From an optimization exercise on the open Yosys and OpenROAD flow, aimed at small area and a short achievable clock period; shortcuts taken in it are not production practice. Where RTL was checked, it was by simulation tests only, not by an equivalence proof against the original. Only the layout flow was run in runs 3 to 5; the RTL was not checked for function there. Power and IR drop assume default switching activity.

File: flow/config.mk
export PLATFORM = sky130hd
export DESIGN_NAME = radix3_fft
export DESIGN_NICKNAME = radix3_fft
export VERILOG_FILES = /design/flow/design.v
export SDC_FILE = /design/flow/constraint.sdc
export NUM_CORES = 8
export LEC_CHECK = 0
export CAP_MARGIN = 20
export CORE_MARGIN = 2
export CORE_UTILIZATION = 40
export SETUP_SLACK_MARGIN = 2.1
export SLEW_MARGIN = 20
File: flow/constraint.sdc
create_clock -name core_clock -period 5.0 [get_ports {clk}]
set_input_delay 1.0000 -clock core_clock [delete_from_list [all_inputs] [get_ports {clk}]]
set_output_delay 1.0000 -clock core_clock [all_outputs]
set_load 0.01 [all_outputs]
File: flow/design.v
`timescale 1ns / 1ps
module radix3_fft(
    input clk,
    input rst,
    input in_valid,
    input [31:0] a_re,
    input [31:0] a_img,
    input [31:0] b_re,
    input [31:0] b_img,
    input [31:0] c_re,
    input [31:0] c_img,
    output out_valid,
    output [31:0] ao_re,
    output [31:0] ao_img,
    output [31:0] bo_re,
    output [31:0] bo_img,
    output [31:0] co_re,
    output [31:0] co_img
    );
parameter [5:0] R1 = 6'b011111;     
parameter [5:0] R2 = 6'b011111;     
parameter [4:0] RM = 5'b10111;      
parameter [5:0] R3 = 6'b011111;     
function integer cnt;
    input [31:0] x;
    integer i;
    begin
        cnt = 0;
        for (i = 0; i < 32; i = i + 1) cnt = cnt + x[i];
    end
endfunction
localparam L1 = cnt(R1);
localparam L2 = cnt(R2);
localparam LM = cnt(RM);
localparam L3 = cnt(R3);
localparam LMID = (L2 > LM) ? L2 : LM;
localparam LAT = L1 + LMID + L3;
reg [LAT-1:0] v;
always @(posedge clk) begin
    if (rst)
        v <= {LAT{1'b0}};
    else
        v <= {v[LAT-2:0], in_valid};
end
assign out_valid = v[LAT-1];
wire [31:0] s_re, s_img, d_re, d_img, a1_re, a1_img;
r3_pair #(.R(R1)) P1R (.clk(clk), .x(b_re),  .y(c_re),  .zp(s_re),  .zm(d_re));
r3_pair #(.R(R1)) P1I (.clk(clk), .x(b_img), .y(c_img), .zp(s_img), .zm(d_img));
r3_pipe #(.W(64), .N(L1)) DA (.clk(clk), .d({a_re, a_img}), .q({a1_re, a1_img}));
wire [31:0] ao2_re, ao2_img, p_re, p_img, m_re, m_img;
wire [31:0] ao3_re, ao3_img, p3_re, p3_img, m3_re, m3_img;
r3_st2 #(.R(R2)) S2R (.clk(clk), .a(a1_re),  .s(s_re),  .ao(ao2_re),  .p(p_re));
r3_st2 #(.R(R2)) S2I (.clk(clk), .a(a1_img), .s(s_img), .ao(ao2_img), .p(p_img));
r3_mul #(.R(RM)) MR (.clk(clk), .d(d_re),  .m(m_re));
r3_mul #(.R(RM)) MI (.clk(clk), .d(d_img), .m(m_img));
r3_pipe #(.W(128), .N(LMID - L2)) DP (.clk(clk), .d({ao2_re, ao2_img, p_re, p_img}),
                                      .q({ao3_re, ao3_img, p3_re, p3_img}));
r3_pipe #(.W(64), .N(LMID - LM)) DM (.clk(clk), .d({m_re, m_img}), .q({m3_re, m3_img}));
r3_pair #(.R(R3)) P3R (.clk(clk), .x(p3_re),  .y(m3_img), .zp(co_re),  .zm(bo_re));
r3_pair #(.R(R3)) P3I (.clk(clk), .x(p3_img), .y(m3_re),  .zp(bo_img), .zm(co_img));
r3_pipe #(.W(64), .N(L3)) DAO (.clk(clk), .d({ao3_re, ao3_img}), .q({ao_re, ao_img}));
endmodule
module r3_pipe #(parameter W = 32, parameter N = 1) (
    input clk,
    input [W-1:0] d,
    output [W-1:0] q
    );
generate
    if (N == 0) begin : g_wire
        assign q = d;
    end else begin : g_reg
        reg [W-1:0] r [0:N-1];
        integer i;
        always @(posedge clk) begin
            r[0] <= d;
            for (i = 1; i < N; i = i + 1) r[i] <= r[i-1];
        end
        assign q = r[N-1];
    end
endgenerate
endmodule
module r3_cut #(parameter W = 32, parameter EN = 1) (
    input clk,
    input [W-1:0] d,
    output [W-1:0] q
    );
generate
    if (EN) begin : g_reg
        reg [W-1:0] r;
        always @(posedge clk) r <= d;
        assign q = r;
    end else begin : g_wire
        assign q = d;
    end
endgenerate
endmodule
module r3_lzc (
    input [23:0] z,
    output [4:0] c
    );
wire [31:0] v = {z, 8'hff};
wire [15:0] a1; wire [15:0] c1;
wire [7:0] a2; wire [15:0] c2;
wire [3:0] a3; wire [11:0] c3;
wire [1:0] a4; wire [7:0] c4;
genvar i;
generate
    for (i = 0; i < 16; i = i + 1) begin : g1
        assign a1[i] = ~v[2*i+1] & ~v[2*i];
        assign c1[i] = ~v[2*i+1];
    end
    for (i = 0; i < 8; i = i + 1) begin : g2
        assign a2[i] = a1[2*i+1] & a1[2*i];
        assign c2[2*i+1:2*i] = a1[2*i+1] ? {1'b1, c1[2*i]} : {1'b0, c1[2*i+1]};
    end
    for (i = 0; i < 4; i = i + 1) begin : g3
        assign a3[i] = a2[2*i+1] & a2[2*i];
        assign c3[3*i+2:3*i] = a2[2*i+1] ? {1'b1, c2[4*i+1:4*i]} : {1'b0, c2[4*i+3:4*i+2]};
    end
    for (i = 0; i < 2; i = i + 1) begin : g4
        assign a4[i] = a3[2*i+1] & a3[2*i];
        assign c4[4*i+3:4*i] = a3[2*i+1] ? {1'b1, c3[6*i+2:6*i]} : {1'b0, c3[6*i+5:6*i+3]};
    end
endgenerate
assign c = a4[1] ? {1'b1, c4[3:0]} : {1'b0, c4[7:4]};
endmodule
module r3_norm1 (
    input [23:0] z,
    output [23:0] n,
    output [4:0] c,
    output zero
    );
assign zero = ~|z;
wire z16 = ~|z[23:8];
wire [23:0] n1 = z16 ? {z[7:0], 16'd0} : z;
wire z8 = ~|n1[23:16];
assign n = z8 ? {n1[15:0], 8'd0} : n1;
wire [4:0] lz;
r3_lzc L (.z(z), .c(lz));
assign c = zero ? 5'd0 : lz;
endmodule
module r3_norm2 (
    input [23:0] z,
    input [7:0] e,
    input [4:0] c,
    output [23:0] n,
    output [7:0] en
    );
wire z4 = ~|z[23:20];
wire [23:0] n3 = z4 ? {z[19:0], 4'd0} : z;
wire z2 = ~|n3[23:22];
wire [23:0] n4 = z2 ? {n3[21:0], 2'd0} : n3;
wire z1 = ~n4[23];
assign n = z1 ? {n4[22:0], 1'b0} : n4;
assign en = e - {3'd0, c};
endmodule
module r3_fin #(parameter [2:0] R = 0) (
    input clk,
    input [23:0] la,
    input [23:0] sa,
    input [23:0] ls,
    input [23:0] ss,
    input [7:0] ea,
    input [7:0] es,
    input same,
    input sgn,
    input sgnd,
    output [31:0] zp,
    output [31:0] zm
    );
wire [24:0] sum = {1'b0, la} + {1'b0, sa};
wire [23:0] dif = ls - ss;
wire [24:0] sum_d; wire [23:0] dif_d; wire [7:0] ea_d, es_d; wire same_d, sgn_d, sgnd_d;
r3_cut #(.W(25+24+8+8+3), .EN(R[0])) C0 (.clk(clk),
    .d({sum, dif, ea, es, same, sgn, sgnd}),
    .q({sum_d, dif_d, ea_d, es_d, same_d, sgn_d, sgnd_d}));
wire [23:0] dn1; wire [4:0] lz; wire zero;
r3_norm1 N1 (.z(dif_d), .n(dn1), .c(lz), .zero(zero));
wire [31:0] rs = {sgn_d, sum_d[24] ? ea_d + 8'd1 : ea_d, sum_d[24] ? sum_d[23:1] : sum_d[22:0]};
wire [23:0] dn1_e; wire [31:0] rs_e; wire [7:0] es_e; wire [4:0] lz_e; wire same_e, sgnd_e;
r3_cut #(.W(24+32+8+5+2), .EN(R[1])) C1 (.clk(clk),
    .d({dn1, rs, es_d, lz, same_d, sgnd_d}),
    .q({dn1_e, rs_e, es_e, lz_e, same_e, sgnd_e}));
wire [23:0] dn; wire [7:0] en;
r3_norm2 N2 (.z(dn1_e), .e(es_e), .c(lz_e), .n(dn), .en(en));
wire [31:0] rd = {sgnd_e, en, dn[22:0]};
wire [31:0] zp_e = same_e ? rs_e : rd;
wire [31:0] zm_e = same_e ? rd : rs_e;
r3_cut #(.W(64), .EN(R[2])) C2 (.clk(clk), .d({zp_e, zm_e}), .q({zp, zm}));
endmodule
module r3_pair #(parameter [5:0] R = 0) (
    input clk,
    input [31:0] x,
    input [31:0] y,
    output [31:0] zp,
    output [31:0] zm
    );
wire [31:0] xi, yi;
r3_cut #(.W(64), .EN(R[5])) C5 (.clk(clk), .d({x, y}), .q({xi, yi}));
wire [7:0] xe = xi[30:23], ye = yi[30:23];
wire xbig = xi[30:0] >= yi[30:0];
wire [7:0] dxy = xe - ye;
wire [7:0] dyx = ye - xe;
wire zxy = (|dxy[7:5]) | (dxy[4] & dxy[3]);
wire zyx = (|dyx[7:5]) | (dyx[4] & dyx[3]);
wire same_a = ~(xi[31] ^ yi[31]);
wire sgn_a = xi[31];
wire [22:0] xf_b, yf_b; wire [7:0] xe_b, ye_b; wire [4:0] dxy_b, dyx_b;
wire xbig_b, zxy_b, zyx_b, same_b, sgn_b;
r3_cut #(.W(23+23+8+8+5+5+5), .EN(R[0])) C0 (.clk(clk),
    .d({xi[22:0], yi[22:0], xe, ye, dxy[4:0], dyx[4:0], xbig, zxy, zyx, same_a, sgn_a}),
    .q({xf_b, yf_b, xe_b, ye_b, dxy_b, dyx_b, xbig_b, zxy_b, zyx_b, same_b, sgn_b}));
wire [4:0] sh = xbig_b ? dxy_b : dyx_b;
wire shz = xbig_b ? zxy_b : zyx_b;
wire [7:0] ea = xbig_b ? xe_b : ye_b;
wire sgnd_b = sgn_b ^ ~xbig_b;
wire [22:0] lf = xbig_b ? xf_b : yf_b;
wire [22:0] sf = xbig_b ? yf_b : xf_b;
wire [23:0] sm = shz ? 24'd0 : ({1'b1, sf} >> sh);
wire [22:0] lf_c; wire [23:0] sm_c; wire same_c, sgn_c, sgnd_c; wire [7:0] e_c;
r3_cut #(.W(23+24+3+8), .EN(R[1])) C1 (.clk(clk),
    .d({lf, sm, same_b, sgn_b, sgnd_b, ea}),
    .q({lf_c, sm_c, same_c, sgn_c, sgnd_c, e_c}));
r3_fin #(.R(R[4:2])) F (.clk(clk), .la({1'b1, lf_c}), .sa(sm_c), .ls({1'b1, lf_c}), .ss(sm_c),
    .ea(e_c), .es(e_c), .same(same_c), .sgn(sgn_c), .sgnd(sgnd_c), .zp(zp), .zm(zm));
endmodule
module r3_st2 #(parameter [5:0] R = 0) (
    input clk,
    input [31:0] a,
    input [31:0] s,
    output [31:0] ao,
    output [31:0] p
    );
wire [31:0] ai, si;
r3_cut #(.W(64), .EN(R[5])) C5 (.clk(clk), .d({a, s}), .q({ai, si}));
wire sa = ai[31];
wire same = ~(ai[31] ^ si[31]);
wire [7:0] ea = ai[30:23];
wire [7:0] es = si[30:23];
wire [22:0] fa = ai[22:0];
wire [22:0] fs = si[22:0];
wire [8:0] t9 = {1'b0, ea} - {1'b0, es};
wire tneg = t9[8];                  
wire [7:0] d0 = t9[7:0];            
wire [7:0] n1 = es + ~ea;           
wire [7:0] es1 = es - 8'd1;
wire esz = ~|es;
wire w = esz & ea[7];
wire mp1 = tneg | w;                
wire [7:0] sg = mp1 ? n1 : d0;
wire sgz = (|sg[7:5]) | (sg[4] & sg[3]);
wire feq0 = ~|d0;                   
wire feq1 = ~|n1;                   
wire fge = fa >= fs;
wire [7:0] e0 = tneg ? es : ea;
wire [7:0] e1 = (tneg | esz) ? es1 : ea;
wire abig0 = mp1 ? w : ~(feq0 & ~fge);
wire abig1 = mp1 ? (feq1 & fge) : ~esz;
wire [3:0] sel0 = mp1 ? (w ? 4'b0000 : 4'b0100) : (abig0 ? 4'b1000 : 4'b0010);
wire [3:0] sel1 = mp1 ? (abig1 ? 4'b0001 : 4'b1000) : (esz ? 4'b0000 : 4'b0100);
wire [22:0] fa_b, fs_b; wire [4:0] sg_b; wire [3:0] sel0_b, sel1_b; wire [7:0] e0_b, e1_b;
wire sgz_b, mp1_b, abig0_b, abig1_b, same_b, sa_b;
r3_cut #(.W(23+23+5+4+4+8+8+6), .EN(R[0])) C0 (.clk(clk),
    .d({fa, fs, sg[4:0], sel0, sel1, e0, e1, sgz, mp1, abig0, abig1, same, sa}),
    .q({fa_b, fs_b, sg_b, sel0_b, sel1_b, e0_b, e1_b, sgz_b, mp1_b, abig0_b, abig1_b, same_b, sa_b}));
wire [3:0] selA = same_b ? sel0_b : sel1_b;
wire [3:0] selS = same_b ? sel1_b : sel0_b;
wire abigA = same_b ? abig0_b : abig1_b;
wire abigS = same_b ? abig1_b : abig0_b;
wire [7:0] eA = same_b ? e0_b : e1_b;
wire [7:0] eS = same_b ? e1_b : e0_b;
wire sgnd = sa_b ^ ~abigS;
wire [23:0] ma = {1'b1, fa_b};
wire [23:0] ms = {1'b1, fs_b};
wire [23:0] xs = mp1_b ? ma : ms;
wire [23:0] base = sgz_b ? 24'd0 : (xs >> sg_b);
wire [23:0] base1 = {1'b0, base[23:1]};
wire [23:0] smA = ({24{selA[3]}} & base) | ({24{selA[2]}} & base1) |
                  ({24{selA[1]}} & ma) | ({24{selA[0]}} & ms);
wire [23:0] smS = ({24{selS[3]}} & base) | ({24{selS[2]}} & base1) |
                  ({24{selS[1]}} & ma) | ({24{selS[0]}} & ms);
wire [22:0] lfA = abigA ? fa_b : fs_b;
wire [22:0] lfS = abigS ? fa_b : fs_b;
wire [22:0] lfA_c, lfS_c; wire [23:0] smA_c, smS_c; wire [7:0] eA_c, eS_c; wire same_c, sa_c, sgnd_c;
r3_cut #(.W(2*(23+24+8)+3), .EN(R[1])) C1 (.clk(clk),
    .d({lfA, smA, eA, lfS, smS, eS, same_b, sa_b, sgnd}),
    .q({lfA_c, smA_c, eA_c, lfS_c, smS_c, eS_c, same_c, sa_c, sgnd_c}));
r3_fin #(.R(R[4:2])) F (.clk(clk), .la({1'b1, lfA_c}), .sa(smA_c), .ls({1'b1, lfS_c}), .ss(smS_c),
    .ea(eA_c), .es(eS_c), .same(same_c), .sgn(sa_c), .sgnd(sgnd_c), .zp(ao), .zm(p));
endmodule
module r3_mul #(parameter [4:0] R = 0) (
    input clk,
    input [31:0] d,
    output [31:0] m
    );
wire [31:0] di;
r3_cut #(.W(32), .EN(R[3])) C3 (.clk(clk), .d(d), .q(di));
wire [23:0] mm = {1'b1, di[22:0]};
wire [24:0] t = {1'b0, mm} + {2'b0, mm[23:1]};
wire [23:0] u = mm - {4'd0, mm[23:4]};
wire [7:0] e = di[30:23];
wire ez_a = (e == 8'd0);
wire byp1_a = (e == 8'd1) | ((e == 8'd255) & t[24]);
wire byp2_a = (e[7:1] == 7'd1) | (e[7:1] == 7'd2);    
wire [22:0] f_b; wire c1; wire [23:0] u_b; wire [7:0] e_b; wire sd_b, ez, byp1, byp2;
r3_cut #(.W(23+1+24+8+1+3), .EN(R[0])) C0 (.clk(clk),
    .d({di[22:0], t[24], u, e, di[31], ez_a, byp1_a, byp2_a}),
    .q({f_b, c1, u_b, e_b, sd_b, ez, byp1, byp2}));
wire u23 = u_b[23];
wire byp = byp1 | byp2;
wire nrm = ~byp & ~ez;
wire [23:0] m_b = {1'b1, f_b};
wire [23:0] s2 = u23 ? u_b : {u_b[22:0], 1'b0};
wire [24:0] o1 = {1'b0, byp1 ? s2 : m_b};
wire [24:0] o2 = nrm ? {2'd0, m_b[23:1]} : 25'd0;
wire [24:0] o3 = nrm ? {3'd0, u_b[23:3], 1'b0} : ez ? {2'd0, u_b[23:1]} : 25'd0;
wire cin = nrm & ~c1 & u_b[2];
wire sh = nrm & c1;
wire [7:0] e1 = byp2 ? e_b + 8'd250 :
                byp1 ? (e_b[1] ? 8'd252 : 8'd254) + {7'd0, u23} :
                ez   ? 8'd255 : e_b + {7'd0, c1};
wire [7:0] e0 = e1 - 8'd1;
wire sg = byp2 ? sd_b : ~sd_b;
wire [24:0] cs_s = o1 ^ o2 ^ o3;
wire [24:0] cs_c = (o1 & o2) | (o1 & o3) | (o2 & o3);
wire [24:0] cs_s_c, cs_c_c; wire cin_c, sh_c, sg_c; wire [7:0] e1_c, e0_c;
r3_cut #(.W(25+25+3+8+8), .EN(R[1])) C1 (.clk(clk),
    .d({cs_s, cs_c, cin, sh, sg, e1, e0}), .q({cs_s_c, cs_c_c, cin_c, sh_c, sg_c, e1_c, e0_c}));
wire [25:0] w = {1'b0, cs_s_c} + {cs_c_c, cin_c};
wire [25:0] w_d; wire sh_d, sg_d; wire [7:0] e1_d, e0_d;
r3_cut #(.W(26+2+8+8), .EN(R[4])) C4 (.clk(clk),
    .d({w, sh_c, sg_c, e1_c, e0_c}), .q({w_d, sh_d, sg_d, e1_d, e0_d}));
wire [24:0] h = sh_d ? w_d[25:1] : w_d[24:0];
wire [31:0] m_e = {sg_d, h[24] ? e1_d : e0_d, h[24] ? h[23:1] : h[22:0]};
r3_cut #(.W(32), .EN(R[2])) C2 (.clk(clk), .d(m_e), .q(m));
endmodule
File: flow/run.sh
#!/bin/bash
# synth_recipe.tcl (not shown) runs the flow's synth.tcl, then flattens the netlist and writes it again
# the make line also repeats each setting of config.mk as NAME=value (left out here)
make -C /OpenROAD-flow-scripts/flow DESIGN_CONFIG=/design/flow/config.mk WORK_HOME=/design/flow/orfs CLKGATE_MAP_FILE= SYNTH_SCRIPT=/design/flow/synth_recipe.tcl finish
==> impl_summary.log, run 1 <==
INFO  metric detail_route.wirelength.met1 = ~140000 µm
INFO  metric maxCapViolations = 0
INFO  metric worstSetupStartpoint = P1R.C1.g_reg.r[11]
INFO  metric worstSetupPathType = flip-flop to flip-flop
INFO  metric setup_viol_count_final = 0
INFO  metric hold_path.class = flip-flop to flip-flop
INFO  metric grtUsageTotal = a little under a fifth
INFO  metric hpwl_after_detailed_placement = ~230000 µm
INFO  metric synth.yosys.seq_area_share = between 50% and 60%
INFO  metric fmaxAchievable = around 340 MHz
INFO  metric maximum_fanout_encountered_on_the_critical_timing_path = 2
INFO  metric num_rows = 205
INFO  metric timing.hold.worst.start = DA.g_reg.r[2][10]
INFO  metric antenna_found_initial = 16
INFO  metric report.final.hold_viol_count = 0
INFO  metric worst_setup_path_end_kind = flip-flop
INFO  metric count_of_pins_over_their_slew_limit = 0
INFO  metric clock_latency = 930 ps
INFO  metric proportion_of_synthesized_flip_flops_having_asynchronous_set_or_reset = 0%
INFO  metric cts_inserted_buffers = around 340
INFO  metric fin_nets = ~13000
INFO  metric power_leakage = about 63 nW
INFO  metric relSlewSlack = 19.76%
INFO  metric final_antenna_net_count = 0
INFO  metric core_area = a little over 0.3 mm²
INFO  metric dr_total_vias = just over 80000
INFO  metric met2_wirelength = 133500 µm
INFO  metric rsz_0062_raised_after_global_routing = yes
INFO  metric cts.sink_count = ~3200
INFO  metric arrival = roughly 3700 ps
INFO  metric gp_congestion = 0.8786
INFO  metric synthesis.yosys.warnings = 16
INFO  metric drt-wirelength-per-cell = between 15 and 20 µm
INFO  metric max-clock-path-buffers = 4
INFO  metric routed_via_density = between 4 and 5
INFO  metric grt-ovfl-total = 0
INFO  metric route.met3.wl = ~13000 µm
INFO  metric netlist-cell-type-count = 88
INFO  metric cts_hold_buf = 0
INFO  metric layout_worst_path_cycle_share = about three fifths
INFO  metric top_signal_layer_used = met5
INFO  metric grt_pass1_vias = approximately 82000
INFO  metric worst_r2r_src = P1R.C1.g_reg.r[11]
INFO  metric synthToLayoutAreaGrowth = 17.51%
INFO  metric synth_area = between 0.1 and 0.15 mm²
INFO  metric drt_wl_total = 297000 µm
INFO  metric floorplan.initialDensity = between 40% and 50%
INFO  metric outcome = timing/DRC/antenna clean
INFO  metric post-route-drc-count = 0
INFO  metric ir_drop = between 300 and 400 µV
INFO  metric finClkSkew = between 60 and 70 ps
INFO  metric synth_area_per_cell = between 10 and 15 µm²
INFO  metric die-height = 562.5 µm
INFO  metric clock_tree.root_cell = clkbuf_16
INFO  metric synthesis.nets = roughly 13000
INFO  metric grt_first_pass_wirelength = about 460000 µm
INFO  metric power.density = roughly 750 mW/mm²
INFO  metric drive_gt1_share = 14.84%
INFO  metric chipWidth = about 560 µm
INFO  metric layout.filler_cells = ~28000
INFO  metric regArea = around 0.065 mm²
INFO  metric die_area = roughly 0.32 mm²
INFO  metric data_required_critical_path = ~5800 ps
INFO  metric totalNegativeSetupSlack = 0 ps
INFO  metric drt-pass1-iter-count = 9
INFO  metric deepest_level_of_the_cts_h_tree = 5
INFO  metric timing.critical_path.from_type = flip-flop
INFO  metric synthesis.instances = approximately 12000
INFO  metric post_place_cells = approximately 16000
INFO  metric grt_start_max_net_pins = 67
INFO  metric area_taken_by_multi_input_logic_gates = roughly 0.057 mm²
INFO  metric io_pins = 388
INFO  metric worst-slew-pin-transition = 1198 ps
INFO  metric post_route_insts_no_fill = between 15000 and 20000
INFO  metric clkSlewWorstSetupHoldPaths = 60 ps
INFO  metric cts_tree = done
INFO  metric final_area = 0.1466 mm²
INFO  metric dr.first_iter.drc_count = approximately 5100
INFO  metric postPlaceCellArea = around 0.13 mm²
INFO  metric port-buffer-count = ~390
INFO  metric period_minus_slack = 2939 ps
INFO  metric yosys_most_used_dff = dfxtp_1
INFO  metric ys_ff_latch = 3223
INFO  metric synth_edf_count = 0
-- placed cells by master, fill, tap and decap left out, types with 67 or more instances in the layout --
cell type and n:
a21o_1 159, o21ai_0 403, nand2b_1 90, inv_1 823, nor3_1 134, nor2b_1 137, buf_4 163, a21oi_1 702
a222oi_1 76, ha_1 662, clkbuf_16 343, nand4_1 78, nor2_1 785, clkbuf_8 67, a211oi_1 70, mux4_2 127
and2_1 126, xnor2_1 322, mux2_2 657, mux2i_1 514, o21bai_1 85, nand3_1 147, dfxtp_1 3168, fa_1 70
nand2_1 662, clkdlybuf4s50_1 372, xor2_1 169
-- Yosys cell counts (76+ instances only) --
| master | number | share of area, % |
|---|---|---|
| fa_1 | 78 | 1.3 |
| a21o_1 | 161 | 0.97 |
| dfxtp_1 | 3223 | 52 |
| nor3_1 | 134 | 0.54 |
| ha_1 | 684 | 6.9 |
| nor2b_1 | 145 | 0.73 |
| nand2_1 | 668 | 2.0 |
| xor2_1 | 169 | 1.2 |
| a21oi_1 | 734 | 2.9 |
| o21bai_1 | 90 | 0.54 |
| o21ai_0 | 432 | 1.7 |
| nor2_1 | 788 | 2.4 |
| nand3_1 | 148 | 0.59 |
| mux2i_1 | 533 | 4.3 |
| inv_1 | 828 | 2.5 |
| a211oi_1 | 81 | 0.49 |
| mux4_2 | 127 | 2.3 |
| and2_1 | 126 | 0.63 |
| nand4_1 | 78 | 0.39 |
| clkbuf_1 | 321 | 0.97 |
| nand2b_1 | 96 | 0.48 |
| a222oi_1 | 76 | 0.61 |
| xnor2_1 | 324 | 2.3 |
| mux2_2 | 657 | 5.9 |
-- per-stage QoR --
stage | util [%] | power [W] | hold slack [ps] | setup slack [ps]
after global placement | 42.65 | 0.08199 | 309.7 | 1215
after global routing | 47.11 | 0.1166 | 295.4 | 1956
final | 47.11 | 0.1093 | 289.5 | 2061
after detailed placement | 42.65 | 0.08250 | 312.1 | 1250
after floorplan | - | 0.06881 | 309.6 | 2096
after CTS | 46.72 | 0.1093 | 289.2 | 2042
-- cell families (layout without fill, tap and decap cells) --
kind of cell / count (synthesis) / count (layout) / synth area share [%]
buf+inv: 1281 / 2002 / 3.946
fa+ha+maj: 762 / 762 / 8.112
xor+xnor: 493 / 493 / 3.461
other cells: 0 / 8 / 0
mux: 1318 / 1318 / 12.51
simple gates: 2415 / 2415 / 8.994
compound gates: 2178 / 2179 / 11.26
flops: 3223 / 3223 / 51.72
-- layer usage --
metal,vias to the layer above,GRT usage [%]
li1,41290,-
met1,38496,25.07
met2,1886,29.44
met3,475,2.680
met4,8,5.089
met5,-,0
-- flip-flops by register name, summed over array words and instances (netlist names), 76 cells and up --
signal	flops
DA.g_reg.r	320
DAO.g_reg.r	320
S2I.C1.g_reg.r	113
S2R.C1.g_reg.r	113
S2I.C0.g_reg.r	79
S2R.C0.g_reg.r	79
P1I.C0.g_reg.r	76
P1R.C0.g_reg.r	76
P3I.C0.g_reg.r	76
P3R.C0.g_reg.r	76
-- layout make-up --
class	count	area share (%)
sequential	3223	44.10
multi-input combinational	7167	38.62
clock buffer	463	6.613
timing repair buffer	560	3.590
tap	4140	3.534
inverter	830	2.130
clock inverter	148	1.398
antenna	8	0.01366
timing repair inverter	1	0.005121
-- worst paths after layout --
kind / cells after the start / end / slack, ps
worst max-delay path: 12 / P1R.F.C0.g_reg.r[65] / 2060
worst max register to register: 12 / P1R.F.C0.g_reg.r[65] / 2060
worst min register to register: 0 / DA.g_reg.r[3][10] / 290
worst min-delay path: 0 / DA.g_reg.r[3][10] / 290
-- critical path, cell delays in order (launching register included) --
cell and delay [ps]:
dfxtp_2 340, ha_4 170, fa_2 390, nand2b_4 90, a221oi_2 70, o22a_1 210, o41a_1 390, a2111oi_4 360
o21bai_1 150, a31oi_2 210, o31ai_2 130, buf_4 150, xnor2_2 120
-- report_power, final --
part | switching, W | internal, W | leakage (nW) | total, W
sequential | 0.00749 | 0.0361 | 27.1 | 0.0436
combinational | 0.0213 | 0.0185 | 29.8 | 0.0398
clock | 0.0104 | 0.0154 | 5.70 | 0.0258
-- timing repair --
action                     in CTS  in global routing
setup endpoints to repair     427                289
buffers inserted               45                 59
pin swaps                      23                 81
cloned                          2                  0
gates resized for setup       148                188
==> run 2: changes to the inputs <==
--- a/flow/config.mk
+++ b/flow/config.mk
@@ -10,3 +10,3 @@
 export CORE_UTILIZATION = 40
-export SETUP_SLACK_MARGIN = 2.1
+export SETUP_SLACK_MARGIN = 2.5
 export SLEW_MARGIN = 20
==> run 2 against run 1 <==
Against the previous run: still clean on timing, DRC and antenna; non-clock buffer count rose by 249; wire length rose by 2.8%; synthesized area did not move; first-iteration DRC count rose by 2.0%; synthesized cell count did not move; critical path depth fell by 1; critical endpoint is now P1R.F.C0.g_reg.r[67]; largest cell class unchanged.
==> impl_summary.log, run 2 <==
INFO  metric finClkSkew = roughly 58 ps
INFO  metric power.density = ~750 mW/mm²
INFO  metric port-buffer-count = between 300 and 400
INFO  metric synthesis.nets = 12627
INFO  metric synth.area.top_cells = dfxtp_1, ha_1, mux2_2
INFO  metric critical_path_cell_sequence = ha_4 > fa_2 > nand2b_1 > a221oi_2 > o22a_1 > o41a_1 > a2111oi_4 > o21bai_1 > a31oi_1 > o31ai_2 > a211o_1
INFO  metric synth_edf_count = 0
INFO  metric ys_ff_latch = roughly 3200
INFO  metric relSlewSlack = a little over a fifth
INFO  metric chipWidth = between 500 and 600 µm
INFO  metric gp_congestion = 0.8867
INFO  metric proportion_of_synthesized_flip_flops_having_asynchronous_set_or_reset = 0%
INFO  metric die_area = between 0.3 and 0.4 mm²
INFO  metric clock_latency = a little over 900 ps
INFO  metric post-synth-top-count-cell = dfxtp_1
INFO  metric worst-r2r-setup-slack = 2110 ps
INFO  metric worst-slew-pin-transition = approximately 1200 ps
INFO  metric grt_pass1_vias = about 84000
INFO  metric clkSlewWorstSetupHoldPaths = approximately 60 ps
INFO  metric hold_path.class = flip-flop to flip-flop
INFO  metric dr_total_vias = 83919
INFO  metric data_required_critical_path = slightly below 6000 ps
INFO  metric final_util = just under 50%
INFO  metric drt-pass1-iter-count = 10
INFO  metric synthesis.yosys.warnings = 16
INFO  metric period_minus_slack = between 2000 and 3000 ps
INFO  metric arrival = between 3000 and 4000 ps
INFO  metric worst_r2r_src = P1R.C1.g_reg.r[35]
INFO  metric yosys_most_used_dff = dfxtp_1
INFO  metric worstSetupStartpoint = P1R.C1.g_reg.r[35]
INFO  metric synthesis.instances = 11670
INFO  metric largestRegisters = DA.g_reg.r x320, DAO.g_reg.r x320
INFO  metric cp_slowest_cell = o41a_1
INFO  metric grt_first_pass_wirelength = 471800 µm
INFO  metric drt_wl_total = 305400 µm
INFO  metric num_rows = 205
INFO  metric maxCapViolations = 0
INFO  metric synth_area = around 0.12 mm²
INFO  metric routed_via_density = about 5
INFO  metric drive_gt1_share = a little under a quarter
INFO  metric most_instantiated_cells_after_synthesis = dfxtp_1, inv_1, nor2_1
INFO  metric final_antenna_net_count = 0
INFO  metric synthToLayoutAreaGrowth = 21.51%
INFO  metric outcome = timing/DRC/antenna clean
INFO  metric antenna_found_initial = 19
INFO  metric post_route_insts_no_fill = 16795
INFO  metric post-route-drc-count = 0
INFO  metric timing.hold.worst.start = DA.g_reg.r[3][10]
INFO  metric maximum_fanout_encountered_on_the_critical_timing_path = 2
INFO  metric hpwl_after_detailed_placement = 227200 µm
INFO  metric detailedPlace.worstSlack = around 1300 ps
INFO  metric fmaxAchievable = between 300 and 400 MHz
INFO  metric die-height = roughly 560 µm
INFO  metric fin_nets = ~13000
INFO  metric post_place_cells = ~16000
INFO  metric synth_area_leader_cell = dfxtp_1
INFO  metric count_of_pins_over_their_slew_limit = 0
INFO  metric core_area = a little over 0.3 mm²
INFO  metric floorplan.initialDensity = approximately two fifths
INFO  metric setup_ws = 2107 ps
INFO  metric netlist-cell-type-count = about 90
INFO  metric layout_worst_path_cycle_share = roughly 58%
INFO  metric ir_drop = approximately 350 µV
INFO  metric synth_largest_type_area_fraction = about 52%
INFO  metric totalNegativeSetupSlack = 0 ps
INFO  metric dr.first_iter.drc_count = 5170
INFO  metric power_leakage = about 65 nW
INFO  metric layout_commonest_cell = dfxtp_1
INFO  metric synth_area_per_cell = about 11 µm²
INFO  metric cts_tree = done
INFO  metric grt_start_max_net_pins = between 80 and 90
INFO  metric cts_hold_buf = 0
INFO  metric report.final.hold_viol_count = 0
INFO  metric rsz_0062_raised_after_global_routing = yes
INFO  metric max-clock-path-buffers = 4
INFO  metric grtUsageTotal = 18.41%
INFO  metric cts_inserted_buffers = 334
INFO  metric critical_path.n_buffers_inverters = 0
INFO  metric clock_tree.root_cell = clkbuf_16
INFO  metric timing.critical_path.from_type = flip-flop
INFO  metric finalHoldWorstSlack = approximately 270 ps
INFO  metric worst_setup_path_end_kind = flip-flop
INFO  metric io_pins = roughly 390
INFO  metric worstSetupPathType = flip-flop to flip-flop
INFO  metric cp_top_family = compound AO/OA/AOI/OAI gates
INFO  metric synth.yosys.seq_area_share = about half
INFO  metric mostFrequentLayoutCells = dfxtp_1, inv_1, nor2_1
INFO  metric cts.sink_count = between 3000 and 4000
INFO  metric grt-ovfl-total = 0
INFO  metric setup_viol_count_final = 0
INFO  metric slowest_delay = between 300 and 400 ps
INFO  metric deepest_level_of_the_cts_h_tree = 5
INFO  metric drt-wirelength-per-cell = approximately 18 µm
run 2: layout make-up:
cell class / count / area, µm²
Clock buffer: 468 / 9721
Clock inverter: 145 / 2105
Antenna cell: 4 / 10.01
Fill cell: 27898 / 159500
Timing Repair inverter: 1 / 7.507
Multi-Input combinational cell: 7175 / 59960
Tap cell: 4140 / 5180
Sequential cell: 3223 / 64800
Inverter: 830 / 3171
Timing Repair Buffer: 809 / 6633
run 2: final timing paths:
path | end | cells past startpoint
min | DA.g_reg.r[4][10] | 0
max reg2reg | P1R.F.C0.g_reg.r[67] | 11
min reg2reg | DA.g_reg.r[4][10] | 0
max | P1R.F.C0.g_reg.r[67] | 11
run 2: timing repair:
action | 4_1_cts | 5_1_grt
resized for setup | 1389 | 545
buffers inserted | 205 | 145
setup endpoints to repair | 961 | 535
cloned | 7 | 11
pin swaps | 261 | 322
run 2: cells by family after synthesis:
logic type,Yosys count,synth area share (%)
xor gates and xnor gates,493,3.461
AOI/OAI and AO/OA,2178,11.26
muxes,1318,12.51
DFF,3223,51.72
adders and majority gates,762,8.112
buffers and inverters,1281,3.946
and+or+nand+nor,2415,8.994
run 2: metrics by stage:
| stage | power [W] | instance area, µm² |
|---|---|---|
| 2_1_floorplan | 0.06902 | 125200 |
| 3_3_place_gp | 0.08199 | 133000 |
| 4_1_cts | 0.1113 | 148000 |
| 3_5_place_dp | 0.08253 | 133000 |
| 5_1_grt | 0.1209 | 151600 |
| 6_report | 0.1135 | 151600 |
run 2: where the power goes:
group          total [W]  switching [W]  internal, W
clock             0.0260         0.0104       0.0156
sequential        0.0438        0.00758       0.0362
combinational     0.0437         0.0231       0.0206
run 2: metal layers:
| layer | global-route usage, % | vias up | part of all wire, % |
|---|---|---|---|
| met1 | 25.21 | 39618 | 47 |
| met3 | 2.640 | 484 | 4.3 |
| li1 | - | 41868 | - |
| met4 | 4.877 | 4 | 2.5 |
| met2 | 30.27 | 1945 | 46 |
| met5 | 0 | - | 0.0079 |
==> run 3: changes to the inputs <==
--- a/flow/design.v
+++ b/flow/design.v
@@ -156,2 +156,29 @@
 endmodule
+module r3_add #(parameter W = 24) (
+    input [W-1:0] a,
+    input [W-1:0] b,
+    input ci,
+    output [W:0] s
+    );
+localparam L = $clog2(W + 1);
+wire [W:0] g [0:L];
+wire [W:0] p [0:L];
+assign g[0] = {a & b, ci};
+assign p[0] = {a ^ b, 1'b0};
+genvar k, i;
+generate
+    for (k = 0; k < L; k = k + 1) begin : lv
+        for (i = 0; i <= W; i = i + 1) begin : nd
+            if (i >= (1 << k)) begin : cmb
+                assign g[k+1][i] = g[k][i] | (p[k][i] & g[k][i-(1<<k)]);
+                assign p[k+1][i] = p[k][i] & p[k][i-(1<<k)];
+            end else begin : pas
+                assign g[k+1][i] = g[k][i];
+                assign p[k+1][i] = p[k][i];
+            end
+        end
+    end
+endgenerate
+assign s = {g[L][W], p[0][W:1] ^ g[L][W-1:0]};
+endmodule
 module r3_fin #(parameter [2:0] R = 0) (
@@ -170,4 +197,7 @@
     );
-wire [24:0] sum = {1'b0, la} + {1'b0, sa};
-wire [23:0] dif = ls - ss;
+wire [24:0] sum;
+wire [24:0] dif_c;
+r3_add #(.W(24)) AS (.a(la), .b(sa), .ci(1'b0), .s(sum));
+r3_add #(.W(24)) AD (.a(ls), .b(~ss), .ci(1'b1), .s(dif_c));
+wire [23:0] dif = dif_c[23:0];
 wire [24:0] sum_d; wire [23:0] dif_d; wire [7:0] ea_d, es_d; wire same_d, sgn_d, sgnd_d;
@@ -200,5 +230,9 @@
 wire [7:0] xe = xi[30:23], ye = yi[30:23];
-wire xbig = xi[30:0] >= yi[30:0];
-wire [7:0] dxy = xe - ye;
-wire [7:0] dyx = ye - xe;
+wire [31:0] cxy; wire [8:0] sxy, syx;
+r3_add #(.W(31)) CM (.a(xi[30:0]), .b(~yi[30:0]), .ci(1'b1), .s(cxy));
+r3_add #(.W(8)) SX (.a(xe), .b(~ye), .ci(1'b1), .s(sxy));
+r3_add #(.W(8)) SY (.a(ye), .b(~xe), .ci(1'b1), .s(syx));
+wire xbig = cxy[31];
+wire [7:0] dxy = sxy[7:0];
+wire [7:0] dyx = syx[7:0];
 wire zxy = (|dxy[7:5]) | (dxy[4] & dxy[3]);
@@ -241,7 +275,11 @@
 wire [22:0] fs = si[22:0];
-wire [8:0] t9 = {1'b0, ea} - {1'b0, es};
-wire tneg = t9[8];                  
+wire [8:0] t9, n9, e9; wire [23:0] f24;
+r3_add #(.W(8)) SD (.a(ea), .b(~es), .ci(1'b1), .s(t9));
+r3_add #(.W(8)) SN (.a(es), .b(~ea), .ci(1'b0), .s(n9));
+r3_add #(.W(8)) SE (.a(es), .b(8'hff), .ci(1'b0), .s(e9));
+r3_add #(.W(23)) CF (.a(fa), .b(~fs), .ci(1'b1), .s(f24));
+wire tneg = ~t9[8];                 
 wire [7:0] d0 = t9[7:0];            
-wire [7:0] n1 = es + ~ea;           
-wire [7:0] es1 = es - 8'd1;
+wire [7:0] n1 = n9[7:0];            
+wire [7:0] es1 = e9[7:0];           
 wire esz = ~|es;
@@ -253,3 +291,3 @@
 wire feq1 = ~|n1;                   
-wire fge = fa >= fs;
+wire fge = f24[23];
 wire [7:0] e0 = tneg ? es : ea;
@@ -298,4 +336,6 @@
 wire [23:0] mm = {1'b1, di[22:0]};
-wire [24:0] t = {1'b0, mm} + {2'b0, mm[23:1]};
-wire [23:0] u = mm - {4'd0, mm[23:4]};
+wire [24:0] t, u25;
+r3_add #(.W(24)) AT (.a(mm), .b({1'b0, mm[23:1]}), .ci(1'b0), .s(t));
+r3_add #(.W(24)) AU (.a(mm), .b(~{4'd0, mm[23:4]}), .ci(1'b1), .s(u25));
+wire [23:0] u = u25[23:0];
 wire [7:0] e = di[30:23];
@@ -328,3 +368,4 @@
     .d({cs_s, cs_c, cin, sh, sg, e1, e0}), .q({cs_s_c, cs_c_c, cin_c, sh_c, sg_c, e1_c, e0_c}));
-wire [25:0] w = {1'b0, cs_s_c} + {cs_c_c, cin_c};
+wire [25:0] w;
+r3_add #(.W(25)) AW (.a(cs_s_c), .b({cs_c_c[23:0], cin_c}), .ci(1'b0), .s(w));
 wire [25:0] w_d; wire sh_d, sg_d; wire [7:0] e1_d, e0_d;
--- a/flow/config.mk
+++ b/flow/config.mk
@@ -10,3 +10,3 @@
 export CORE_UTILIZATION = 40
-export SETUP_SLACK_MARGIN = 2.5
+export SETUP_SLACK_MARGIN = 2.3
 export SLEW_MARGIN = 20
==> run 3 against run 2 <==
Against the previous run: highest routed layer unchanged; clock power grew 3%; critical endpoint unchanged; largest cell class unchanged; sequential share of layout area rose by 0.73 points; flip-flop and latch count did not move.
==> impl_summary.log, run 3 <==
INFO  metric post_place_cells = around 16000
INFO  metric synth.area.top_cells = dfxtp_1, ha_1, mux2_2
INFO  metric die-height = approximately 560 µm
INFO  metric deepest_level_of_the_cts_h_tree = 5
INFO  metric arrival = 3820 ps
INFO  metric cts_inserted_buffers = around 340
INFO  metric synth_edf_count = 0
INFO  metric drt-pass1-iter-count = 8
INFO  metric ir_drop = 307.0 µV
INFO  metric synth_area = between 0.1 and 0.15 mm²
INFO  metric routed_via_density = approximately 5.0
INFO  metric sw_frac_of_total = a little over a third
INFO  metric totalNegativeSetupSlack = 0 ps
INFO  metric clock_tree.root_cell = clkbuf_16
INFO  metric setup_viol_count_final = 0
INFO  metric grt_first_pass_wirelength = approximately 480000 µm
INFO  metric finClkSkew = 56.48 ps
INFO  metric die_area = approximately 0.32 mm²
INFO  metric timing.critical_path.from_type = flip-flop
INFO  metric fmaxAchievable = ~330 MHz
INFO  metric dr.first_iter.drc_count = around 5400
INFO  metric timing.critical_path.depth = 12
INFO  metric combinational_power_share = a little under two fifths
INFO  metric r2r_cells = 12
INFO  metric dr_total_vias = between 80000 and 90000
INFO  metric hpwl_after_detailed_placement = 233000 µm
INFO  metric clock_latency = 930 ps
INFO  metric grt_pass1_vias = about 83000
INFO  metric synth_area_per_cell = 10.69 µm²
INFO  metric synthesis.yosys.warnings = 21
INFO  metric post_route_insts_no_fill = between 15000 and 20000
INFO  metric chipWidth = approximately 560 µm
INFO  metric fin_nets = 13182
INFO  metric num_rows = approximately 210
INFO  metric worstSetupPathType = flip-flop to flip-flop
INFO  metric synth_area_leader_cell = dfxtp_1
INFO  metric critPathMostFrequentCell = o31ai_4
INFO  metric maxCapViolations = 0
INFO  metric largestRegisters = DA.g_reg.r x320, DAO.g_reg.r x320
INFO  metric layout_worst_path_cycle_share = about three fifths
INFO  metric antenna_found_initial = 23
INFO  metric rsz_0062_raised_after_global_routing = yes
INFO  metric drive_gt1_share = 17.26%
INFO  metric core_area = ~0.31 mm²
INFO  metric maximum_fanout_encountered_on_the_critical_timing_path = 4
INFO  metric grt_start_max_net_pins = 88
INFO  metric post-synth-top-count-cell = dfxtp_1
INFO  metric count_of_pins_over_their_slew_limit = 0
INFO  metric worst_r2r_src = P1R.C1.g_reg.r[11]
INFO  metric power_leakage = ~63 nW
INFO  metric slowest_delay = between 300 and 400 ps
INFO  metric synthesis.instances = 11681
INFO  metric relSlewSlack = 22.56%
INFO  metric finalHoldWorstSlack = 307.9 ps
INFO  metric data_required_critical_path = between 5000 and 6000 ps
INFO  metric synth_largest_type_area_fraction = 51.67%
INFO  metric power.density = ~760 mW/mm²
INFO  metric gp_congestion = 0.9274
INFO  metric cts.sink_count = 3223
INFO  metric drt_wl_total = 307300 µm
INFO  metric port-buffer-count = between 300 and 400
INFO  metric mostFrequentLayoutCells = dfxtp_1, inv_1, nor2_1
INFO  metric hold_path.class = flip-flop to flip-flop
INFO  metric clkSlewWorstSetupHoldPaths = roughly 60 ps
INFO  metric worst-slew-pin-transition = 1156 ps
INFO  metric cp_slowest_cell = o41a_1
INFO  metric critical_path_cell_sequence = ha_4 > inv_2 > fa_2 > o21ba_4 > o211a_4 > o31ai_4 > a311oi_2 > o41a_1 > o31a_1 > o31ai_4 > a211oi_2 > o31ai_2
INFO  metric grtUsageTotal = a little under a fifth
INFO  metric post-route-drc-count = 0
INFO  metric cts_hold_buf = 0
INFO  metric layout_commonest_cell = dfxtp_1
INFO  metric final_util = 47.82%
INFO  metric report.final.hold_viol_count = 0
INFO  metric cts_tree = done
INFO  metric timing.rr.end = P1R.F.C0.g_reg.r[67]
INFO  metric grt-ovfl-total = 0
INFO  metric final_antenna_net_count = 0
INFO  metric floorplan.initialDensity = between 40% and 50%
INFO  metric pwr-share-seq = between 30% and 40%
INFO  metric critical_path.n_buffers_inverters = 1
INFO  metric synthesis.nets = about 13000
INFO  metric power.share.clock = between 20% and 30%
INFO  metric synth.yosys.seq_area_share = between 50% and 60%
INFO  metric hold_depth = 0
INFO  metric period_minus_slack = about 3000 ps
INFO  metric cp_top_family = compound AO/OA/AOI/OAI gates
INFO  metric worst-r2r-setup-slack = 1990 ps
INFO  metric hold_path_end = S2R.C0.g_reg.r[39]
INFO  metric netlist-cell-type-count = 93
INFO  metric yosys_most_used_dff = dfxtp_1
INFO  metric p_switching = 0.04168 W
INFO  metric postPlaceCellArea = 0.1330 mm²
INFO  metric synthToLayoutAreaGrowth = 19.15%
INFO  metric io_pins = 388
INFO  metric worst_setup_path_end_kind = flip-flop
INFO  metric final_area = about 0.15 mm²
INFO  metric timing.hold.worst.start = P1R.F.C2.g_reg.r[36]
INFO  metric proportion_of_synthesized_flip_flops_having_asynchronous_set_or_reset = 0%
INFO  metric outcome = timing/DRC/antenna clean
INFO  metric drt-wirelength-per-cell = 18.46 µm
INFO  metric ys_ff_latch = around 3200
INFO  metric max-clock-path-buffers = 4
INFO  metric p_int = ~0.072 W
INFO  metric most_instantiated_cells_after_synthesis = dfxtp_1, inv_1, nor2_1
## run 3: layer usage
layer  vias up  part of all wire, %  track usage (%)
met3       520                  4.4            2.429
li1      41518                    -                -
met1     39380                   47            25.47
met4         4                  3.1            6.386
met2      2096                   45            30.35
met5         -               0.0085                0
## run 3: worst max-delay path by stage
stage                                  start                   end  slack [ps]
after floorplan           P1R.C1.g_reg.r[11]  P1R.F.C0.g_reg.r[67]        2150
final                     P1R.C1.g_reg.r[11]  P1R.F.C0.g_reg.r[67]        1990
after global routing      P1R.C1.g_reg.r[11]  P1R.F.C0.g_reg.r[67]        1880
after global placement               c_re[1]     P1R.C0.g_reg.r[4]        1110
after detailed placement             c_re[1]     P1R.C0.g_reg.r[4]        1190
after CTS                 P1R.C1.g_reg.r[11]  P1R.F.C0.g_reg.r[67]        1940
## run 3: layout make-up
| cell class | count | area, µm² |
|---|---|---|
| diodes | 5 | 12.51 |
| fillers | 28292 | 162400 |
| inverters | 843 | 3189 |
| flip-flops and latches | 3223 | 64680 |
| repair buffers | 635 | 5736 |
| clock buffers | 435 | 9358 |
| repair inverters | 1 | 7.507 |
| clock inverters | 182 | 2759 |
| multi-input cells | 7184 | 57850 |
| well taps | 4140 | 5180 |
## run 3: power groups by stage
stage / clock network (W) / registers [W] / logic [W]
finish: 0.0267 / 0.0439 / 0.0431
global route: 0.0284 / 0.0451 / 0.0476
CTS: 0.0274 / 0.0440 / 0.0414
detailed placement: 0 / 0.0444 / 0.0405
global placement: 0 / 0.0443 / 0.0401
floorplan: 0 / 0.0406 / 0.0296
## run 3: cells by family after synthesis
kind of cell,Yosys count,share of synthesized area [%]
AOI/OAI and AO/OA,2256,11.62
xor gates and xnor gates,505,3.542
adders and majority gates,762,8.057
buffers and inverters,1277,3.947
DFF,3223,51.67
muxes,1315,12.49
and+or+nand+nor,2343,8.674
## run 3: what timing repair did
action | in CTS | in global routing
pin swaps | 87 | 157
cloned | 6 | 3
setup endpoints to repair | 758 | 441
resized for setup | 516 | 313
setup buffers | 74 | 90
## run 3: through the flow
| step | total power (W) | setup slack (ps) |
|---|---|---|
| after CTS | 0.1127 | 1943 |
| after global routing | 0.1211 | 1883 |
| final | 0.1137 | 1991 |
| after detailed placement | 0.08493 | 1187 |
| after global placement | 0.08439 | 1106 |
| after floorplan | 0.07021 | 2151 |
==> run 4: changes to the inputs <==
--- a/flow/config.mk
+++ b/flow/config.mk
@@ -10,2 +10,4 @@
 export CORE_UTILIZATION = 40
+export CTS_CLUSTER_DIAMETER = 100
+export CTS_CLUSTER_SIZE = 30
 export SETUP_SLACK_MARGIN = 2.3
==> run 4 against run 3 <==
Against the previous run: combinational power barely moved; fmax shrank 0.13%; largest power group unchanged; sequential power is essentially flat; global-route usage shrank 0.35 points; die area is the same; critical endpoint unchanged.
==> impl_summary.log, run 4 <==
INFO  metric outcome = timing/DRC/antenna clean
INFO  metric io_pins = 388
INFO  metric deepest_level_of_the_cts_h_tree = 4
INFO  metric worstSetupPathType = flip-flop to flip-flop
INFO  metric report.final.hold_viol_count = 0
INFO  metric num_rows = slightly above 200
INFO  metric power.density = 716.0 mW/mm²
INFO  metric cts.sink_count = between 3000 and 4000
INFO  metric drt-pass1-iter-count = 8
INFO  metric finClkSkew = about 62 ps
INFO  metric mostFrequentLayoutCells = dfxtp_1, inv_1, nor2_1
INFO  metric routed_via_density = a little over 5
INFO  metric synthToLayoutAreaGrowth = 13.15%
INFO  metric clock_tree.root_cell = clkbuf_16
INFO  metric timing.critical_path.from_type = flip-flop
INFO  metric relSlewSlack = 23.11%
INFO  metric chipWidth = about 560 µm
INFO  metric hold_path.class = flip-flop to flip-flop
INFO  metric max-clock-path-buffers = 4
INFO  metric synth_area_per_cell = around 11 µm²
INFO  metric grt_first_pass_wirelength = approximately 470000 µm
INFO  metric maxCapViolations = 0
INFO  metric synth.yosys.seq_area_share = approximately 52%
INFO  metric ir_drop = 324.6 µV
INFO  metric cts_hold_buf = 0
INFO  metric synthesis.yosys.warnings = 21
INFO  metric largestRegisters = DA.g_reg.r x320, DAO.g_reg.r x320
INFO  metric floorplan.initialDensity = roughly two fifths
INFO  metric dr.first_iter.drc_count = between 5000 and 6000
INFO  metric antenna_found_initial = 22
INFO  metric dr_total_vias = slightly above 80000
INFO  metric clock_latency = a little under 900 ps
INFO  metric rsz_0062_raised_after_global_routing = yes
INFO  metric maximum_fanout_encountered_on_the_critical_timing_path = 4
INFO  metric data_required_critical_path = 5780 ps
INFO  metric cts_tree = done
INFO  metric fin_nets = between 10000 and 15000
INFO  metric worst_setup_path_end_kind = flip-flop
INFO  metric synth_largest_type_area_fraction = between 50 and 60%
INFO  metric power_leakage = around 60 nW
INFO  metric cts_inserted_buffers = around 150
INFO  metric synth_area = ~0.12 mm²
INFO  metric layout_worst_path_cycle_share = 60.26%
INFO  metric post-synth-top-count-cell = dfxtp_1
INFO  metric synth_edf_count = 0
INFO  metric port-buffer-count = approximately 390
INFO  metric grt_pass1_vias = just over 80000
INFO  metric grt_start_max_net_pins = 88
INFO  metric period_minus_slack = between 3000 and 4000 ps
INFO  metric worst-slew-pin-transition = approximately 1100 ps
INFO  metric synth_area_leader_cell = dfxtp_1
INFO  metric synthesis.nets = 12638
INFO  metric drt-wirelength-per-cell = roughly 19 µm
INFO  metric final_antenna_net_count = 0
INFO  metric final_area = around 0.14 mm²
INFO  metric yosys_most_used_dff = dfxtp_1
INFO  metric fmaxAchievable = around 330 MHz
INFO  metric die-height = ~560 µm
INFO  metric drt_wl_total = 301600 µm
INFO  metric clkSlewWorstSetupHoldPaths = approximately 110 ps
INFO  metric netlist-cell-type-count = just over 90
INFO  metric grtUsageTotal = ~18%
INFO  metric totalNegativeSetupSlack = 0 ps
INFO  metric most_instantiated_cells_after_synthesis = dfxtp_1, inv_1, nor2_1
INFO  metric die_area = between 0.3 and 0.4 mm²
INFO  metric layout_commonest_cell = dfxtp_1
INFO  metric grt-ovfl-total = 0
INFO  metric arrival = ~3800 ps
INFO  metric proportion_of_synthesized_flip_flops_having_asynchronous_set_or_reset = 0%
INFO  metric post-route-drc-count = 0
INFO  metric synth.area.top_cells = dfxtp_1, ha_1, mux2_2
INFO  metric hpwl_after_detailed_placement = 233000 µm
INFO  metric ys_ff_latch = about 3200
INFO  metric drive_gt1_share = between 10 and 15%
INFO  metric synthesis.instances = 11681
INFO  metric core_area = around 0.31 mm²
INFO  metric postPlaceCellArea = about 0.13 mm²
INFO  metric setup_viol_count_final = 0
INFO  metric count_of_pins_over_their_slew_limit = 0
INFO  metric gp_congestion = approximately 0.9
-- run 4: cell types whose count changed in the layout (fill, tap and decap cells not counted), sizes merged, moves of 6 or more --
cell / previous run / this run
bufinv: 53 / 3
clkinvlp: 35 / 6
clkbuf: 438 / 159
buf: 244 / 238
clkinv: 79 / 27
-- run 4: power breakdown --
group,switching [W],internal [W]
combinational,0.0236,0.0196
clock,0.00834,0.00588
sequential,0.00755,0.0362
-- run 4: worst max-delay path, stage by stage, from the launching register on --
cell	delay, ps
dfxtp_4	370
ha_4	130
inv_2	30
fa_2	330
o21ba_4	210
o211a_4	260
o31ai_4	190
a311oi_2	150
o41a_1	380
o31a_1	300
o31ai_4	270
a211oi_2	130
o31ai_2	180
-- run 4: final timing paths --
path / startpoint / to / slack, ps / cells after the start
setup / recovery: P1R.C1.g_reg.r[11] / P1R.F.C0.g_reg.r[67] / 1990 / 12
hold / removal: DA.g_reg.r[1][5] / DA.g_reg.r[2][5] / 290 / 0
setup reg to reg: P1R.C1.g_reg.r[11] / P1R.F.C0.g_reg.r[67] / 1990 / 12
hold reg to reg: DA.g_reg.r[1][5] / DA.g_reg.r[2][5] / 290 / 0
-- run 4: cell type report --
class                   count  area, µm²
flip-flops and latches   3223      64700
clock inverters            54      789.5
fillers                 28932     169800
multi-input cells        7185      57960
repair buffers            630       5692
repair inverters            1      7.507
inverters                 843       3192
clock buffers             155       3750
diodes                      8      20.02
well taps                4140       5180
-- run 4: cells by family (layout without fill, tap and decap cells) --
group	Yosys count	after routing	synth area share, %
flops	3223	3223	51.67
simple gates	2343	2346	8.674
compound gates	2256	2257	11.62
mux	1315	1315	12.49
buf+inv	1277	1683	3.947
fa+ha+maj	762	762	8.057
xor+xnor	505	505	3.542
other cells	0	8	0
-- run 4: per-stage QoR --
stage / hold slack, ps / std cells / utilization (%) / power (W) / setup WS, ps
after detailed placement: 311.8 / 15853 / 42.73 / 0.08493 / 1187
after floorplan: 309.6 / 11681 / - / 0.07021 / 2151
after global placement: 309.5 / 15853 / 42.73 / 0.08439 / 1106
after CTS: 287.9 / 16143 / 44.73 / 0.1000 / 1929
after global routing: 291.0 / 16233 / 45.41 / 0.1083 / 1879
final: 292.0 / 16239 / 45.41 / 0.1012 / 1987
-- run 4: per-layer routing --
| metal | up-vias | GRT usage [%] | wire [µm] |
|---|---|---|---|
| met5 | - | 0 | 13 |
| met1 | 38776 | 25.38 | 143700 |
| met3 | 373 | 1.891 | 11880 |
| met4 | 2 | 5.453 | 8769 |
| li1 | 40913 | - | - |
| met2 | 1802 | 30.06 | 137200 |
-- run 4: what timing repair did --
item | in CTS | in global routing
endpoints found under the hold margin | 0 | 0
cloned | 6 | 4
resized for setup | 531 | 330
pin swaps | 92 | 167
setup endpoints to repair | 764 | 449
setup buffers | 75 | 84
==> run 5: changes to the inputs <==
--- a/flow/design.v
+++ b/flow/design.v
@@ -23,2 +23,4 @@
 parameter [5:0] R3 = 6'b011111;     
+parameter H1 = 0;                   
+parameter H3 = 1;                   
 function integer cnt;
@@ -46,4 +48,4 @@
 wire [31:0] s_re, s_img, d_re, d_img, a1_re, a1_img;
-r3_pair #(.R(R1)) P1R (.clk(clk), .x(b_re),  .y(c_re),  .zp(s_re),  .zm(d_re));
-r3_pair #(.R(R1)) P1I (.clk(clk), .x(b_img), .y(c_img), .zp(s_img), .zm(d_img));
+r3_pair #(.R(R1), .HEAVY(H1)) P1R (.clk(clk), .x(b_re),  .y(c_re),  .zp(s_re),  .zm(d_re));
+r3_pair #(.R(R1), .HEAVY(H1)) P1I (.clk(clk), .x(b_img), .y(c_img), .zp(s_img), .zm(d_img));
 r3_pipe #(.W(64), .N(L1)) DA (.clk(clk), .d({a_re, a_img}), .q({a1_re, a1_img}));
@@ -58,4 +60,4 @@
 r3_pipe #(.W(64), .N(LMID - LM)) DM (.clk(clk), .d({m_re, m_img}), .q({m3_re, m3_img}));
-r3_pair #(.R(R3)) P3R (.clk(clk), .x(p3_re),  .y(m3_img), .zp(co_re),  .zm(bo_re));
-r3_pair #(.R(R3)) P3I (.clk(clk), .x(p3_img), .y(m3_re),  .zp(bo_img), .zm(co_img));
+r3_pair #(.R(R3), .HEAVY(H3)) P3R (.clk(clk), .x(p3_re),  .y(m3_img), .zp(co_re),  .zm(bo_re));
+r3_pair #(.R(R3), .HEAVY(H3)) P3I (.clk(clk), .x(p3_img), .y(m3_re),  .zp(bo_img), .zm(co_img));
 r3_pipe #(.W(64), .N(L3)) DAO (.clk(clk), .d({ao3_re, ao3_img}), .q({ao_re, ao_img}));
@@ -220,3 +222,3 @@
 endmodule
-module r3_pair #(parameter [5:0] R = 0) (
+module r3_pair #(parameter [5:0] R = 0, parameter HEAVY = 0) (
     input clk,
@@ -241,10 +243,20 @@
 wire sgn_a = xi[31];
-wire [22:0] xf_b, yf_b; wire [7:0] xe_b, ye_b; wire [4:0] dxy_b, dyx_b;
-wire xbig_b, zxy_b, zyx_b, same_b, sgn_b;
-r3_cut #(.W(23+23+8+8+5+5+5), .EN(R[0])) C0 (.clk(clk),
-    .d({xi[22:0], yi[22:0], xe, ye, dxy[4:0], dyx[4:0], xbig, zxy, zyx, same_a, sgn_a}),
-    .q({xf_b, yf_b, xe_b, ye_b, dxy_b, dyx_b, xbig_b, zxy_b, zyx_b, same_b, sgn_b}));
-wire [4:0] sh = xbig_b ? dxy_b : dyx_b;
-wire shz = xbig_b ? zxy_b : zyx_b;
-wire [7:0] ea = xbig_b ? xe_b : ye_b;
+wire [22:0] xf_b, yf_b; wire [4:0] sh; wire [7:0] ea;
+wire xbig_b, shz, same_b, sgn_b;
+generate
+    if (HEAVY) begin : g_heavy
+        r3_cut #(.W(23+23+5+8+4), .EN(R[0])) C0 (.clk(clk),
+            .d({xi[22:0], yi[22:0], xbig ? dxy[4:0] : dyx[4:0], xbig ? xe : ye,
+                xbig, xbig ? zxy : zyx, same_a, sgn_a}),
+            .q({xf_b, yf_b, sh, ea, xbig_b, shz, same_b, sgn_b}));
+    end else begin : g_light
+        wire [7:0] xe_b, ye_b; wire [4:0] dxy_b, dyx_b; wire zxy_b, zyx_b;
+        r3_cut #(.W(23+23+8+8+5+5+5), .EN(R[0])) C0 (.clk(clk),
+            .d({xi[22:0], yi[22:0], xe, ye, dxy[4:0], dyx[4:0], xbig, zxy, zyx, same_a, sgn_a}),
+            .q({xf_b, yf_b, xe_b, ye_b, dxy_b, dyx_b, xbig_b, zxy_b, zyx_b, same_b, sgn_b}));
+        assign sh = xbig_b ? dxy_b : dyx_b;
+        assign shz = xbig_b ? zxy_b : zyx_b;
+        assign ea = xbig_b ? xe_b : ye_b;
+    end
+endgenerate
 wire sgnd_b = sgn_b ^ ~xbig_b;
@@ -361,3 +373,2 @@
                 ez   ? 8'd255 : e_b + {7'd0, c1};
-wire [7:0] e0 = e1 - 8'd1;
 wire sg = byp2 ? sd_b : ~sd_b;
@@ -365,10 +376,11 @@
 wire [24:0] cs_c = (o1 & o2) | (o1 & o3) | (o2 & o3);
-wire [24:0] cs_s_c, cs_c_c; wire cin_c, sh_c, sg_c; wire [7:0] e1_c, e0_c;
-r3_cut #(.W(25+25+3+8+8), .EN(R[1])) C1 (.clk(clk),
-    .d({cs_s, cs_c, cin, sh, sg, e1, e0}), .q({cs_s_c, cs_c_c, cin_c, sh_c, sg_c, e1_c, e0_c}));
+wire [24:0] cs_s_c, cs_c_c; wire cin_c, sh_c, sg_c; wire [7:0] e1_c;
+r3_cut #(.W(25+25+3+8), .EN(R[1])) C1 (.clk(clk),
+    .d({cs_s, cs_c, cin, sh, sg, e1}), .q({cs_s_c, cs_c_c, cin_c, sh_c, sg_c, e1_c}));
 wire [25:0] w;
 r3_add #(.W(25)) AW (.a(cs_s_c), .b({cs_c_c[23:0], cin_c}), .ci(1'b0), .s(w));
-wire [25:0] w_d; wire sh_d, sg_d; wire [7:0] e1_d, e0_d;
-r3_cut #(.W(26+2+8+8), .EN(R[4])) C4 (.clk(clk),
-    .d({w, sh_c, sg_c, e1_c, e0_c}), .q({w_d, sh_d, sg_d, e1_d, e0_d}));
+wire [25:0] w_d; wire sh_d, sg_d; wire [7:0] e1_d;
+r3_cut #(.W(26+2+8), .EN(R[4])) C4 (.clk(clk),
+    .d({w, sh_c, sg_c, e1_c}), .q({w_d, sh_d, sg_d, e1_d}));
+wire [7:0] e0_d = e1_d - 8'd1;
 wire [24:0] h = sh_d ? w_d[25:1] : w_d[24:0];
==> run 5 against run 4 <==
Against the previous run: clock skew down 11 ps; die area down 0.97%; fmax up 0.16%; non-clock buffer count down 1; critical path depth down 1; power down 0.59%; worst setup slack better by 4.9 ps; highest routed layer unchanged; critical path type unchanged.
==> impl_summary.log, run 5 <==
INFO  metric outcome = timing/DRC/antenna clean
INFO  metric floorplan.initialDensity = around 40%
INFO  metric worst-r2r-setup-slack = ~2000 ps
INFO  metric worstSetupPathType = flip-flop to flip-flop
INFO  metric post-synth-top-count-cell = dfxtp_1
INFO  metric synth_largest_type_area_fraction = between 50% and 60%
INFO  metric most_instantiated_cells_after_synthesis = dfxtp_1, inv_1, nor2_1
INFO  metric synth.area.top_cells = dfxtp_1, ha_1, mux2_2
INFO  metric timing.rr.end = S2R.F.C0.g_reg.r[65]
INFO  metric post_route_insts_no_fill = around 16000
INFO  metric timing.critical_path.from_type = flip-flop
INFO  metric clkSlewWorstSetupHoldPaths = roughly 100 ps
INFO  metric final_antenna_net_count = 0
INFO  metric drt_wl_total = approximately 300000 µm
INFO  metric count_of_pins_over_their_slew_limit = 0
INFO  metric synthesis.nets = 12488
INFO  metric totalNegativeSetupSlack = 0 ps
INFO  metric yosys.area_share.simple = 8.830%
INFO  metric dr_total_vias = approximately 80000
INFO  metric grt-ovfl-total = 0
INFO  metric drt-wirelength-per-cell = 18.66 µm
INFO  metric drive_gt1_share = roughly 15%
INFO  metric power_leakage = between 50 and 60 nW
INFO  metric synth_compound_gate_area_share = approximately an eighth
INFO  metric clock_latency = roughly 900 ps
INFO  metric mostFrequentLayoutCells = dfxtp_1, inv_1, nor2_1
INFO  metric arrival = 3830 ps
INFO  metric clock_tree.root_cell = clkbuf_16
INFO  metric die-height = around 560 µm
INFO  metric worst_setup_path_end_kind = flip-flop
INFO  metric hpwl_after_detailed_placement = 230400 µm
INFO  metric report.final.hold_viol_count = 0
INFO  metric synthesis.yosys.warnings = 22
INFO  metric data_required_critical_path = roughly 5800 ps
INFO  metric cts.sink_count = 3165
INFO  metric cts_tree = done
INFO  metric drt-pass1-iter-count = 8
INFO  metric rsz_0062_raised_after_global_routing = yes
INFO  metric dr.first_iter.drc_count = ~5400
INFO  metric layout_commonest_cell = dfxtp_1
INFO  metric setup_viol_count_final = 0
INFO  metric gp_congestion = around 0.9
INFO  metric hold_path.class = flip-flop to flip-flop
INFO  metric synth_area = 0.1236 mm²
INFO  metric synth.yosys.seq_area_share = about half
INFO  metric layout.filler_cells = between 20000 and 30000
INFO  metric netlist-cell-type-count = 100
INFO  metric synth_mux_area_share = between 10% and 20%
INFO  metric die_area = ~0.31 mm²
-- run 5: timing repair --
action / in CTS / in global routing
hold endpoints to repair: 0 / 0
buffers inserted: 90 / 90
gates cloned: 6 / 2
pin swaps: 122 / 189
hold buffers: 0 / 0
setup endpoints to repair: 806 / 352
resized for setup: 544 / 347
-- run 5: cells by family (layout without fill, tap and decap cells) --
| kind of cell | Yosys count | count (layout) |
|---|---|---|
| other cells | 0 | 6 |
| xor+xnor | 502 | 502 |
| fa+ha+maj | 762 | 762 |
| buf+inv | 1251 | 1652 |
| flops | 3165 | 3165 |
| compound gates | 2211 | 2215 |
| simple gates | 2322 | 2323 |
| mux | 1318 | 1318 |
-- run 5: per-layer routing --
| layer | up-vias | wire length, µm | track usage [%] |
|---|---|---|---|
| met2 | 1924 | 135400 | 29.89 |
| met1 | 38419 | 143900 | 25.59 |
| li1 | 40483 | - | - |
| met5 | - | 39 | 0 |
| met4 | 6 | 7055 | 4.411 |
| met3 | 353 | 13410 | 2.109 |
-- run 5: power by group --
group | switching, W | total (W) | internal (W)
sequential | 0.00800 | 0.0435 | 0.0355
combinational | 0.0228 | 0.0431 | 0.0203
clock | 0.00819 | 0.0140 | 0.00584
-- run 5: metrics by stage --
| stage | hold slack [ps] | power [W] | worst slack [ps] | util [%] |
|---|---|---|---|---|
| finish | 299.5 | 0.1006 | 1992 | 45.44 |
| global route | 295.2 | 0.1075 | 1923 | 45.44 |
| CTS | 300.0 | 0.09931 | 1977 | 44.74 |
| detailed placement | 311.8 | 0.08373 | 1129 | 42.67 |
| global placement | 309.6 | 0.08312 | 1113 | 42.67 |
| floorplan | 309.5 | 0.06968 | 2086 | - |
-- run 5: how the worst min path moves through the flow --
stage / end / startpoint
6_report: DA.g_reg.r[1][37] / DA.g_reg.r[0][37]
3_5_place_dp: P3R.F.C1.g_reg.r[1] / P3R.F.C0.g_reg.r[2]
2_1_floorplan: DM.g_reg.r[0][55] / MR.C2.g_reg.r[23]
5_1_grt: P1R.g_light.C0.g_reg.r[15] / c_re[23]
3_3_place_gp: DAO.g_reg.r[3][47] / DAO.g_reg.r[2][47]
4_1_cts: DA.g_reg.r[1][37] / DA.g_reg.r[0][37]
-- run 5: cell type report --
| type | count | area [µm²] | area share (%) |
|---|---|---|---|
| diodes | 6 | 15.01 | 0.01072 |
| well taps | 4120 | 5155 | 3.679 |
| repair inverters | 2 | 15.01 | 0.01072 |
| repair buffers | 629 | 5698 | 4.067 |
| multi-input cells | 7120 | 58130 | 41.49 |
| clock buffers | 162 | 3776 | 2.695 |
| flip-flops and latches | 3165 | 63580 | 45.38 |
| clock inverters | 49 | 675.6 | 0.4822 |
| inverters | 810 | 3070 | 2.191 |
-- run 5: critical path, cell delays in order, from the launching register on --
cell       delay (ps)
dfxtp_2           340
ha_4              160
fa_2              350
a21o_1            180
a21oi_2           180
o21ai_1            80
a221o_1           430
a211oi_4          320
o41ai_4           130
a211o_1           330
a2111oi_4         300
nand3b_1          150

[afterwards: timing with drivers on the ports]
How much do the figures lean on ideal ports? The routed layouts below were timed once more, with nothing changed but the port constraints. Step 1 sets driving cells, clkbuf_16 on the clock port and buf_2 on the other inputs (assumed; they add their load-dependent delay and slew). Step 2 also shifts input and output timing later by t, the mid clock arrival at the registers, as if the neighbouring blocks saw the same clock. Three values: no drivers, after step 1, after step 2; two values: the first two.
run	t (ns)	setup slack, ns
run 1	1.004	2.061 / 2.061 / 1.281
run 2	0.998	2.107 / 2.107 / 1.619
run 3	1.003	1.991 / 1.991 / 1.510
run 4	0.960	1.987 / 1.987 / 1.529
run 5	0.958	1.992 / 1.992 / 1.476
After both steps setup and hold are still met in every run listed.
